From an optimization exercise on the open Yosys and OpenROAD flow, aimed at small area and a short achievable clock period; shortcuts taken in it are not production practice.
Where RTL was checked, it was by simulation tests only, not by an equivalence proof against the original.
No activity file was given, so power comes from the tool's default toggle rates.

Setup of south:
==> flow/design.v <==
module fpa_add #(parameter W = 25, parameter L = 5)
                (input [W-1:0] a,
                 input [W-1:0] b,
                 input cin,
                 output [W-1:0] s,
                 output cout);
    wire [W-1:0] g [0:L];
    wire [W-1:0] p [0:L];
    wire [W-1:0] p0 = a ^ b;
    assign g[0] = (a & b) | {{(W-1){1'b0}}, p0[0] & cin};
    assign p[0] = p0;
    genvar l, i;
    generate
        for (l = 0; l < L; l = l + 1) begin : lv
            for (i = 0; i < W; i = i + 1) begin : bt
                if ((i >> l) & 1) begin : cmb
                    localparam J = ((i >> l) << l) - 1;
                    assign g[l+1][i] = g[l][i] | (p[l][i] & g[l][J]);
                    assign p[l+1][i] = p[l][i] & p[l][J];
                end else begin : pas
                    assign g[l+1][i] = g[l][i];
                    assign p[l+1][i] = p[l][i];
                end
            end
        end
    endgenerate
    assign s = p0 ^ {g[L][W-2:0], cin};
    assign cout = g[L][W-1];
endmodule
module FPU_Addition #(parameter BITS=32)
                        (input [BITS-1:0]A,
                         input [BITS-1:0]B,
                         input clk,
                         output [BITS-1:0] result);
    wire [7:0] eA = A[30:23];
    wire [7:0] eB = B[30:23];
    wire [7:0] dAB, dBA;
    wire       cAB, cBA;
    fpa_add #(8, 3) u_dab (.a(eA), .b(~eB), .cin(1'b1), .s(dAB), .cout(cAB));
    fpa_add #(8, 3) u_dba (.a(eB), .b(~eA), .cin(1'b1), .s(dBA), .cout(cBA));
    wire comp = cAB;                              
    wire [7:0] d = comp ? dAB : dBA;
    wire [23:0] mL = comp ? {1'b1, A[22:0]} : {1'b1, B[22:0]};
    wire [23:0] mS = comp ? {1'b1, B[22:0]} : {1'b1, A[22:0]};
    wire [7:0]  eL = comp ? eA : eB;
    wire        sL = comp ? A[31] : B[31];
    wire        sub = A[31] ^ B[31];
    wire [23:0] s0 = d[0] ? {1'b0,  mS[23:1]} : mS;
    wire [23:0] s1 = d[1] ? {2'b0,  s0[23:2]} : s0;
    wire [23:0] s2 = d[2] ? {4'b0,  s1[23:4]} : s1;
    wire [23:0] s3 = d[3] ? {8'b0,  s2[23:8]} : s2;
    wire [23:0] s4 = d[4] ? {16'b0, s3[23:16]} : s3;
    wire [23:0] mSa = (|d[7:5]) ? 24'd0 : s4;
    wire [24:0] T;
    wire        tc;
    fpa_add #(25, 5) u_add (.a({1'b0, mL}), .b({1'b0, mSa} ^ {25{sub}}), .cin(sub),
                         .s(T), .cout(tc));
    reg [24:0] T_r;
    reg [7:0]  eL_r;
    reg        sL_r;
    always @(posedge clk) begin
        T_r  <= T;
        eL_r <= eL;
        sL_r <= sL;
    end
    wire        z4 = ~|T_r[24:9];
    wire [24:0] n4 = z4 ? {T_r[8:0], 16'd0} : T_r;
    wire        z3 = ~|n4[24:17];
    wire [24:0] n3 = z3 ? {n4[16:0], 8'd0} : n4;
    wire        z2 = ~|n3[24:21];
    wire [24:0] n2 = z2 ? {n3[20:0], 4'd0} : n3;
    wire        z1 = ~|n2[24:23];
    wire [24:0] n1 = z1 ? {n2[22:0], 2'd0} : n2;
    wire        z0 = ~n1[24];
    wire [23:0] n0 = z0 ? n1[22:0] : n1[23:1];
    wire        tz = z4 & ~|T_r[8:0];
    wire [4:0]  lz = {z4, z3, z2 & ~tz, z1 & ~tz, z0};
    wire [6:0]  lo = {2'b0, eL_r[4:0]} + 7'd1 - {2'b0, lz};
    wire [2:0]  hi = lo[6] ? eL_r[7:5] - 3'd1 : eL_r[7:5] + {2'd0, lo[5]};
    wire [7:0]  expo = {hi, lo[4:0]};
    assign result = {sL_r, expo, n0[22:0]};
endmodule
Settings: LEC_CHECK=0, CAP_MARGIN=20, CORE_MARGIN=2, CORE_UTILIZATION=40, SLEW_MARGIN=20; clock period 30.0 ns.
standard.sh (not shown) runs the stock make flow with config.mk's settings and CLKGATE_MAP_FILE= SYNTH_SCRIPT=/design/flow/synth_recipe.tcl, a recipe that flattens the netlist after the stock synthesis.
==> flow/flow/run.sh <==
#!/bin/bash
# Standard synthesis and layout with two changes: the port buffers are the
# small sky130_fd_sc_hd__buf_1 instead of the delay buffer buffer_ports picks
# by default, and the timing repair steps aim for extra setup slack (the
# margin in flow/margin.txt) so that they size and buffer the critical paths.
set -euo pipefail
MARGIN=$(cat flow/margin.txt)
bash standard.sh finish SETUP_SLACK_MARGIN=$MARGIN \
    "BUFFER_PORTS_ARGS=-buffer_cell sky130_fd_sc_hd__buf_1" > standard.log 2>&1
==> flow/flow/margin.txt <==
0
Edits applied to the flow inputs when going from south to middle:
--- a/flow/design.v
+++ b/flow/design.v
@@ -1,12 +1,13 @@
-module fpa_add #(parameter W = 25, parameter L = 5)
+module fpa_add #(parameter W = 25)
                 (input [W-1:0] a,
                  input [W-1:0] b,
                  input cin,
                  output [W-1:0] s,
                  output cout);
+    localparam L = $clog2(W);
     wire [W-1:0] g [0:L];
     wire [W-1:0] p [0:L];
     wire [W-1:0] p0 = a ^ b;
     assign g[0] = (a & b) | {{(W-1){1'b0}}, p0[0] & cin};
     assign p[0] = p0;
     genvar l, i;
@@ -33,14 +34,14 @@
                          input clk,
                          output [BITS-1:0] result);
     wire [7:0] eA = A[30:23];
     wire [7:0] eB = B[30:23];
     wire [7:0] dAB, dBA;
     wire       cAB, cBA;
-    fpa_add #(8, 3) u_dab (.a(eA), .b(~eB), .cin(1'b1), .s(dAB), .cout(cAB));
-    fpa_add #(8, 3) u_dba (.a(eB), .b(~eA), .cin(1'b1), .s(dBA), .cout(cBA));
+    fpa_add #(8) u_dab (.a(eA), .b(~eB), .cin(1'b1), .s(dAB), .cout(cAB));
+    fpa_add #(8) u_dba (.a(eB), .b(~eA), .cin(1'b1), .s(dBA), .cout(cBA));
     wire comp = cAB;                              
     wire [7:0] d = comp ? dAB : dBA;
     wire [23:0] mL = comp ? {1'b1, A[22:0]} : {1'b1, B[22:0]};
     wire [23:0] mS = comp ? {1'b1, B[22:0]} : {1'b1, A[22:0]};
     wire [7:0]  eL = comp ? eA : eB;
     wire        sL = comp ? A[31] : B[31];
@@ -50,13 +51,13 @@
     wire [23:0] s2 = d[2] ? {4'b0,  s1[23:4]} : s1;
     wire [23:0] s3 = d[3] ? {8'b0,  s2[23:8]} : s2;
     wire [23:0] s4 = d[4] ? {16'b0, s3[23:16]} : s3;
     wire [23:0] mSa = (|d[7:5]) ? 24'd0 : s4;
     wire [24:0] T;
     wire        tc;
-    fpa_add #(25, 5) u_add (.a({1'b0, mL}), .b({1'b0, mSa} ^ {25{sub}}), .cin(sub),
+    fpa_add #(25) u_add (.a({1'b0, mL}), .b({1'b0, mSa} ^ {25{sub}}), .cin(sub),
                          .s(T), .cout(tc));
     reg [24:0] T_r;
     reg [7:0]  eL_r;
     reg        sL_r;
     always @(posedge clk) begin
         T_r  <= T;
@@ -70,13 +71,13 @@
     wire        z2 = ~|n3[24:21];
     wire [24:0] n2 = z2 ? {n3[20:0], 4'd0} : n3;
     wire        z1 = ~|n2[24:23];
     wire [24:0] n1 = z1 ? {n2[22:0], 2'd0} : n2;
     wire        z0 = ~n1[24];
     wire [23:0] n0 = z0 ? n1[22:0] : n1[23:1];
-    wire        tz = z4 & ~|T_r[8:0];
-    wire [4:0]  lz = {z4, z3, z2 & ~tz, z1 & ~tz, z0};
+    wire        tz = ~|T_r;
+    wire [4:0]  lz = {z4, z3, z2, z1, z0};
     wire [6:0]  lo = {2'b0, eL_r[4:0]} + 7'd1 - {2'b0, lz};
     wire [2:0]  hi = lo[6] ? eL_r[7:5] - 3'd1 : eL_r[7:5] + {2'd0, lo[5]};
-    wire [7:0]  expo = {hi, lo[4:0]};
+    wire [7:0]  expo = tz ? eL_r - 8'd24 : {hi, lo[4:0]};
     assign result = {sL_r, expo, n0[22:0]};
 endmodule
All of middle and south finish clean. Clock-net power delta (middle − south): favourable. result[30] as the destination of the critical timing path was reported by middle, and T_r[24] by south. middle against south: number of vias in the routed layout increased by 665 relative to the old numbers, die area has increased, die boundary height went up. | post-layout utilization of the core | lower: middle |. From south to middle the numbers moved as follows: final worst-path cycle share went down 1.4 points, routed wire length has increased, synthesized cell count has increased.
The RTL of middle was laid out without a check of its function.

green:
// FPU_Addition: RTL as listed in full above, without the edits since
clock: 30.0 ns
lec_check: 0
cap_margin: 20
core_margin: 2
core_utilization: 40
slew_margin: 20
==> flow/flow/margin.txt <==
18
Scripts as last shown in full above: flow/flow/run.sh
Setup changes, green to orange
-- flow/design.v --
<<< green, line 35
    wire [7:0] eA = A[30:23];
    wire [7:0] eB = B[30:23];
    wire [7:0] dAB, dBA;
    wire       cAB, cBA;
    fpa_add #(8, 3) u_dab (.a(eA), .b(~eB), .cin(1'b1), .s(dAB), .cout(cAB));
    fpa_add #(8, 3) u_dba (.a(eB), .b(~eA), .cin(1'b1), .s(dBA), .cout(cBA));
    wire comp = cAB;                              
    wire [7:0] d = comp ? dAB : dBA;
    wire [23:0] mL = comp ? {1'b1, A[22:0]} : {1'b1, B[22:0]};
    wire [23:0] mS = comp ? {1'b1, B[22:0]} : {1'b1, A[22:0]};
>>> orange, line 35
    wire [7:0] eA = A[30:23];
    wire [7:0] eB = B[30:23];
    wire [7:0] gt0 = eA & ~eB;
    wire [7:0] eq0 = ~(eA ^ eB);
    wire [3:0] gt1, eq1;
    wire [1:0] gt2, eq2;
    genvar r;
    generate
        for (r = 0; r < 4; r = r + 1) begin : c1
            assign gt1[r] = gt0[2*r+1] | (eq0[2*r+1] & gt0[2*r]);
            assign eq1[r] = eq0[2*r+1] & eq0[2*r];
        end
        for (r = 0; r < 2; r = r + 1) begin : c2
            assign gt2[r] = gt1[2*r+1] | (eq1[2*r+1] & gt1[2*r]);
            assign eq2[r] = eq1[2*r+1] & eq1[2*r];
        end
    endgenerate
    wire comp = gt2[1] | (eq2[1] & (gt2[0] | eq2[0]));    
    wire [7:0] X;
    wire       xc;
    fpa_add #(8, 3) u_dab (.a(eA), .b(~eB), .cin(1'b1), .s(X), .cout(xc));
    wire [4:0] Y;
    wire       yc;
    fpa_add #(5, 3) u_dba (.a(eB[4:0]), .b(~eA[4:0]), .cin(1'b1), .s(Y), .cout(yc));
    wire [4:0] d = comp ? X[4:0] : Y;
    wire       big = comp ? |X[7:5] : ~(&X[7:5] & |X[4:0]);
    wire [23:0] mL = comp ? {1'b1, A[22:0]} : {1'b1, B[22:0]};
    wire [23:0] mS = comp ? {1'b1, B[22:0]} : {1'b1, A[22:0]};
<<< green, line 51
    wire [23:0] s3 = d[3] ? {8'b0,  s2[23:8]} : s2;
    wire [23:0] s4 = d[4] ? {16'b0, s3[23:16]} : s3;
    wire [23:0] mSa = (|d[7:5]) ? 24'd0 : s4;
    wire [24:0] T;
    wire        tc;
>>> orange, line 69
    wire [23:0] s3 = d[3] ? {8'b0,  s2[23:8]} : s2;
    wire [23:0] s4 = d[4] ? {16'b0, s3[23:16]} : s3;
    wire [23:0] mSa = big ? 24'd0 : s4;
    wire [24:0] T;
    wire        tc;
Notes after the runs:
green and orange ended up with roughly the same synthesized area.
Going from green to orange, mux contribution to synthesized area moved down; setup slack moved up; synthesized net count moved down.
Slowest cell on the critical path: sky130_fd_sc_hd__mux2_2 -> green, sky130_fd_sc_hd__mux2i_2 -> orange
On post-detailed-routing wire length: between green and orange, it ends up higher for orange.
Re total track usage: orange is 0.98 points up on green.
orange against green: part of the power in registers rose 0.9 points; worst hold slack decreased 9.1 ps; met1 capacity usage during global routing saw an increase.
Function not checked in orange: the RTL went through the layout flow alone.

re-timing with driven ports:
No port has a modelled driver above. Below, the same layouts with a new extraction and two added sets of constraints. Step 1 sets driving cells, clkbuf_16 on the clock port and buf_2 on the other inputs (assumed; they add their load-dependent delay and slew). Step 2 adds t to the input delays and takes it off the output delays; t is the mean of the earliest and latest rising clock arrival at the registers after step 1. Input paths then give back, and output paths get back, about the clock's delay inside the block. Slacks: no drivers / after step 1 / after step 2; pairs: no drivers / after step 1.
run | t (ns) | slack for setup (ns) | worst register clock-pin slew, ns | worst data-port slew with drivers (ns) | pins driven straight from the clock port
south | 0.302 | 17.453 / 17.460 / 17.158 | 0.05 / 0.05 | 0.03 | 1
middle | 0.303 | 17.872 / 17.840 / 17.587 | 0.05 / 0.05 | 0.04 | 1
green | 0.302 | 18.333 / 18.344 / 18.042 | 0.05 / 0.05 | 0.03 | 1
orange | 0.300 | 18.392 / 18.383 / 18.101 | 0.05 / 0.05 | 0.04 | 1
After both steps every run listed still meets setup and hold. For south, which loses most, drivers alone change the setup slack by +0.007 ns; drivers and shift together by -0.295 ns.
